Background: an optimization exercise with open tools, aiming at small area. Do not read the settings as production practice.
In this exercise RTL edits were held to simulation tests only and were not proved equivalent to the original.
Power is estimated from default activity; no workload was simulated.

==> flow/design.v <==
module PushBTN(input clk, input rst, input in, output out);
    reg [6:0] q;
    always @(posedge clk) begin
        if (rst) q <= 7'b0;
        else q <= {q[5:0], in};
    end
    assign out = q[3] & q[4] & q[5] & ~q[6];
endmodule
`timescale 1ns / 1ps
module MainProgram(input clk, rst, enable,
input [4:0] buttons_input,
output [0:6] segment,
output [3:0] anodes,
output reg led_mode,
output seg_dec_point,
output [3:0] led,
output sound);
    wire [4:0] btn;
    generate for (genvar i = 0; i < 5; i = i + 1) begin : g_btn
        PushBTN b(clk, rst, buttons_input[i], btn[i]);
    end
    endgenerate
    wire b_mode = btn[0], b_left = btn[1], b_right = btn[2], b_up = btn[3], b_down = btn[4];
    reg [14:0] ctr;
    always @(posedge clk) begin
        if (rst) ctr <= 15'd0;
        else ctr <= ctr + 15'd1;
    end
    wire tick = (ctr == 15'h3fff);
    reg [7:0] sc;
    always @(posedge clk) begin
        if (rst) sc <= 8'd0;
        else if (sc == 8'd163) sc <= 8'd0;
        else sc <= sc + 8'd1;
    end
    wire mux_rise = (sc == 8'd81);
    reg [1:0] sw;
    always @(posedge clk) begin
        if (rst) sw <= 2'd0;
        else if (mux_rise & enable) sw <= sw + 2'd1;
    end
    reg [5:0] sec;
    reg [3:0] mu, hu;
    reg [2:0] mt;
    reg [1:0] ht;
    reg [3:0] lmu, lhu;    
    reg [2:0] lmt;
    reg [1:0] lht;
    reg load_d, load_p;
    wire c_min  = enable & (sec == 6'd59);
    wire c_mt   = c_min & (mu == 4'd9);
    wire c_hr   = c_mt & (mt == 3'd5);
    wire wrap   = c_hr & (hu == 4'd3) & (ht == 2'd2);
    wire c_ht   = c_hr & (hu == 4'd9);
    always @(posedge clk) begin
        if (rst) begin
            sec <= 6'd0; mu <= 4'd0; mt <= 3'd0; hu <= 4'd0; ht <= 2'd0;
        end else if (tick) begin
            if (enable) sec <= (sec == 6'd59) ? 6'd0 : sec + 6'd1;
            if (load_p) begin
                mu <= lmu; mt <= lmt; hu <= lhu; ht <= lht;
            end else begin
                if (c_min) mu <= (mu == 4'd9) ? 4'd0 : mu + 4'd1;
                if (c_mt)  mt <= (mt == 3'd5) ? 3'd0 : mt + 3'd1;
                if (wrap) begin
                    hu <= 4'd0; ht <= 2'd0;
                end else begin
                    if (c_hr) hu <= (hu == 4'd9) ? 4'd0 : hu + 4'd1;
                    if (c_ht) ht <= ht + 2'd1;
                end
            end
        end
    end
    reg current_mode;
    reg init;
    reg [1:0] s;
    always @(posedge clk) begin
        if (rst | b_mode) begin
            init <= 1'b1; s <= 2'd0;
        end else if (init) begin
            init <= 1'b0;
        end else if (b_right) s <= s + 2'd1;
        else if (b_left) s <= s - 2'd1;
    end
    reg [3:0] tmu, thu, amu, ahu, Amu, Ahu;
    reg [2:0] tmt, amt, Amt;
    reg [1:0] tht, aht, Aht;
    wire grp = s[1];                  
    wire [3:0] smu = grp ? amu : tmu;
    wire [2:0] smt = grp ? amt : tmt;
    wire [3:0] shu = grp ? ahu : thu;
    wire [1:0] sht = grp ? aht : tht;
    wire up = b_up & ~init;
    wire dn = b_down & ~init;
    reg [3:0] nmu; reg [2:0] nmt;
    always @(*) begin
        nmu = smu; nmt = smt;
        if (up & smu == 4'd9 & smt == 3'd5) begin nmu = 4'd0; nmt = 3'd0; end
        else if (dn & smu == 4'd0 & smt == 3'd0) begin nmu = 4'd9; nmt = 3'd5; end
        else if (up) begin
            if (smu == 4'd9) begin nmu = 4'd0; nmt = smt + 3'd1; end
            else nmu = smu + 4'd1;
        end else if (dn) begin
            if (smu == 4'd0) begin nmu = 4'd9; nmt = smt - 3'd1; end
            else nmu = smu - 4'd1;
        end
    end
    reg [3:0] nhu; reg [1:0] nht;
    always @(*) begin
        nhu = shu; nht = sht;
        if (up & shu == 4'd3 & sht == 2'd2) begin nhu = 4'd0; nht = 2'd0; end
        else if (dn & shu == 4'd0 & sht == 2'd0) begin nhu = 4'd3; nht = 2'd2; end
        else if (up) begin
            if (shu == 4'd9) begin nhu = 4'd0; nht = sht + 2'd1; end
            else nhu = shu + 4'd1;
        end else if (dn) begin
            if (shu == 4'd0) begin nhu = 4'd9; nht = sht - 2'd1; end
            else nhu = shu - 4'd1;
        end
    end
    always @(posedge clk) begin
        if (rst) begin
            tmu <= 0; tmt <= 0; thu <= 0; tht <= 0;
            amu <= 0; amt <= 0; ahu <= 0; aht <= 0;
        end else if (init) begin
            tmu <= mu; tmt <= mt; thu <= hu; tht <= ht;
            amu <= Amu; amt <= Amt; ahu <= Ahu; aht <= Aht;
        end else begin
            case (s)
                2'd0: begin thu <= nhu; tht <= nht; end
                2'd1: begin tmu <= nmu; tmt <= nmt; end
                2'd2: begin ahu <= nhu; aht <= nht; end
                2'd3: begin amu <= nmu; amt <= nmt; end
            endcase
        end
    end
    wire time_changed = {tmu, tmt, thu, tht} != {mu, mt, hu, ht};
    wire leave = b_mode & current_mode;
    wire ld = leave & time_changed;
    always @(posedge clk) begin
        if (rst) begin
            current_mode <= 1'b0;
            Amu <= 0; Amt <= 0; Ahu <= 0; Aht <= 0;
        end else begin
            if (b_mode) current_mode <= ~current_mode;
            if (leave) begin
                Amu <= amu; Amt <= amt; Ahu <= ahu; Aht <= aht;
            end
        end
    end
    always @(posedge clk) begin
        if (ld) begin
            lmu <= tmu; lmt <= tmt; lhu <= thu; lht <= tht;
        end
    end
    always @(posedge clk) begin
        if (rst) begin
            load_d <= 1'b0; load_p <= 1'b0;
        end else begin
            load_d <= ld;
            if (load_d) load_p <= 1'b1;
            else if (tick) load_p <= 1'b0;
        end
    end
    reg alarm_flag;
    wire at_alarm = {mu, mt, hu, ht} == {Amu, Amt, Ahu, Aht};
    always @(posedge clk) begin
        if (rst) alarm_flag <= 1'b0;
        else if (btn != 5'd0) alarm_flag <= 1'b0;
        else if (~current_mode & at_alarm & sec == 6'd0) alarm_flag <= 1'b1;
        else if (current_mode) alarm_flag <= 1'b0;
    end
    always @(posedge clk) begin
        if (rst) led_mode <= 1'b0;
        else if (tick) led_mode <= alarm_flag ? ~led_mode : current_mode;
    end
    reg [5:0] bc;
    reg snd;
    always @(posedge clk) begin
        if (rst) bc <= 6'd0;
        else if (bc == 6'd0) bc <= ctr[11] ? 6'd36 : 6'd17;
        else bc <= bc - 6'd1;
    end
    always @(posedge clk) begin
        if (rst) snd <= 1'b0;
        else if (~(alarm_flag & led_mode)) snd <= 1'b0;
        else if (bc == 6'd0) snd <= ~snd;
    end
    assign sound = snd;
    reg [3:0] numbers;
    reg [3:0] dig;
    always @(*) begin
        if (current_mode)
            case (sw)
                2'd0: dig = smu;
                2'd1: dig = {1'b0, smt};
                2'd2: dig = shu;
                default: dig = {2'b00, sht};
            endcase
        else
            case (sw)
                2'd0: dig = mu;
                2'd1: dig = {1'b0, mt};
                2'd2: dig = hu;
                default: dig = {2'b00, ht};
            endcase
    end
    always @(posedge clk) numbers <= dig;
    reg [0:6] seg;
    always @(*) begin
        case (numbers)
            4'd0: seg = 7'b0000001;
            4'd1: seg = 7'b1001111;
            4'd2: seg = 7'b0010010;
            4'd3: seg = 7'b0000110;
            4'd4: seg = 7'b1001100;
            4'd5: seg = 7'b0100100;
            4'd6: seg = 7'b0100000;
            4'd7: seg = 7'b0001111;
            4'd8: seg = 7'b0000000;
            4'd9: seg = 7'b0000100;
            default: seg = 7'b0000001;
        endcase
    end
    assign segment = seg;
    assign anodes = ~enable ? 4'b1111 : ~(4'b0001 << sw);
    assign seg_dec_point = ~enable | (sw != 2'd2) | current_mode | ctr[14];
    assign led = (current_mode & ~init) ? (4'b1000 >> s) : 4'b0000;
endmodule
Settings: LEC_CHECK=0, ABC_AREA=1, CAP_MARGIN=20, CORE_MARGIN=2, CORE_UTILIZATION=40, SLEW_MARGIN=20; clock period 10.0 ns.
run.sh (not shown) runs the stock make flow with config.mk's settings and CLKGATE_MAP_FILE= SYNTH_SCRIPT=/design/flow/synth_recipe.tcl, a recipe that flattens the netlist after the stock synthesis.
The first run produced a clean layout.
Rerun with:
--- a/flow/design.v
+++ b/flow/design.v
@@ -81,16 +81,16 @@
             init <= 1'b0;
         end else if (b_right) s <= s + 2'd1;
         else if (b_left) s <= s - 2'd1;
     end
-    reg [3:0] tmu, thu, amu, ahu, Amu, Ahu;
-    reg [2:0] tmt, amt, Amt;
-    reg [1:0] tht, aht, Aht;
+    reg [3:0] tmu, thu, Amu, Ahu;
+    reg [2:0] tmt, Amt;
+    reg [1:0] tht, Aht;
     wire grp = s[1];                  
-    wire [3:0] smu = grp ? amu : tmu;
-    wire [2:0] smt = grp ? amt : tmt;
-    wire [3:0] shu = grp ? ahu : thu;
-    wire [1:0] sht = grp ? aht : tht;
+    wire [3:0] smu = grp ? Amu : tmu;
+    wire [2:0] smt = grp ? Amt : tmt;
+    wire [3:0] shu = grp ? Ahu : thu;
+    wire [1:0] sht = grp ? Aht : tht;
     wire up = b_up & ~init;
     wire dn = b_down & ~init;
     reg [3:0] nmu; reg [2:0] nmt;
     always @(*) begin
@@ -120,33 +120,34 @@
     end
     always @(posedge clk) begin
         if (rst) begin
             tmu <= 0; tmt <= 0; thu <= 0; tht <= 0;
-            amu <= 0; amt <= 0; ahu <= 0; aht <= 0;
         end else if (init) begin
             tmu <= mu; tmt <= mt; thu <= hu; tht <= ht;
-            amu <= Amu; amt <= Amt; ahu <= Ahu; aht <= Aht;
-        end else begin
-            case (s)
-                2'd0: begin thu <= nhu; tht <= nht; end
-                2'd1: begin tmu <= nmu; tmt <= nmt; end
-                2'd2: begin ahu <= nhu; aht <= nht; end
-                2'd3: begin amu <= nmu; amt <= nmt; end
-            endcase
+        end else if (s == 2'd0) begin
+            thu <= nhu; tht <= nht;
+        end else if (s == 2'd1) begin
+            tmu <= nmu; tmt <= nmt;
+        end
+    end
+    wire alarm_edit = current_mode & ~b_mode;
+    always @(posedge clk) begin
+        if (rst) begin
+            Amu <= 0; Amt <= 0; Ahu <= 0; Aht <= 0;
+        end else if (alarm_edit & s == 2'd2) begin
+            Ahu <= nhu; Aht <= nht;
+        end else if (alarm_edit & s == 2'd3) begin
+            Amu <= nmu; Amt <= nmt;
         end
     end
     wire time_changed = {tmu, tmt, thu, tht} != {mu, mt, hu, ht};
     wire leave = b_mode & current_mode;
     wire ld = leave & time_changed;
     always @(posedge clk) begin
         if (rst) begin
             current_mode <= 1'b0;
-            Amu <= 0; Amt <= 0; Ahu <= 0; Aht <= 0;
         end else begin
             if (b_mode) current_mode <= ~current_mode;
-            if (leave) begin
-                Amu <= amu; Amt <= amt; Ahu <= ahu; Aht <= aht;
-            end
         end
     end
     always @(posedge clk) begin
         if (ld) begin
- die area shrinks by 2.2%
- synthesized area shrinks by about 2.3%
- power shrinks by about 1.9%
- setup slack gains 0.15 ns
- cell count shrinks by about 4%
- flip-flop and latch count shrinks by 13
- design area shrinks by 1.7%

## port drivers added, routing unchanged
The flow's constraints put no driver on any port. The routed layouts listed below were extracted and timed again, unchanged, in two steps.
Step 1 assumes that a clkbuf_16 drives the clock port and a buf_2 every other input.
Step 2 also shifts input and output timing later by t, the mid clock arrival at the registers, as if the neighbouring blocks saw the same clock.
Slacks: no drivers / after step 1 / after step 2; pairs: no drivers / after step 1.
| run | t, ns | setup slack, ns | worst setup path at the end | slew at the worst register clock pin (ns) |
|---|---|---|---|---|
| the first run | 0.477 | 4.579 / 4.557 / 4.557 | input to output | 0.07 / 0.07 |
| the second run | 0.471 | 4.727 / 4.704 / 4.704 | input to output | 0.07 / 0.07 |
After both steps every run listed still meets setup and hold. For the second run, which loses most, drivers alone change the setup slack by -0.023 ns; drivers and shift together by -0.023 ns.
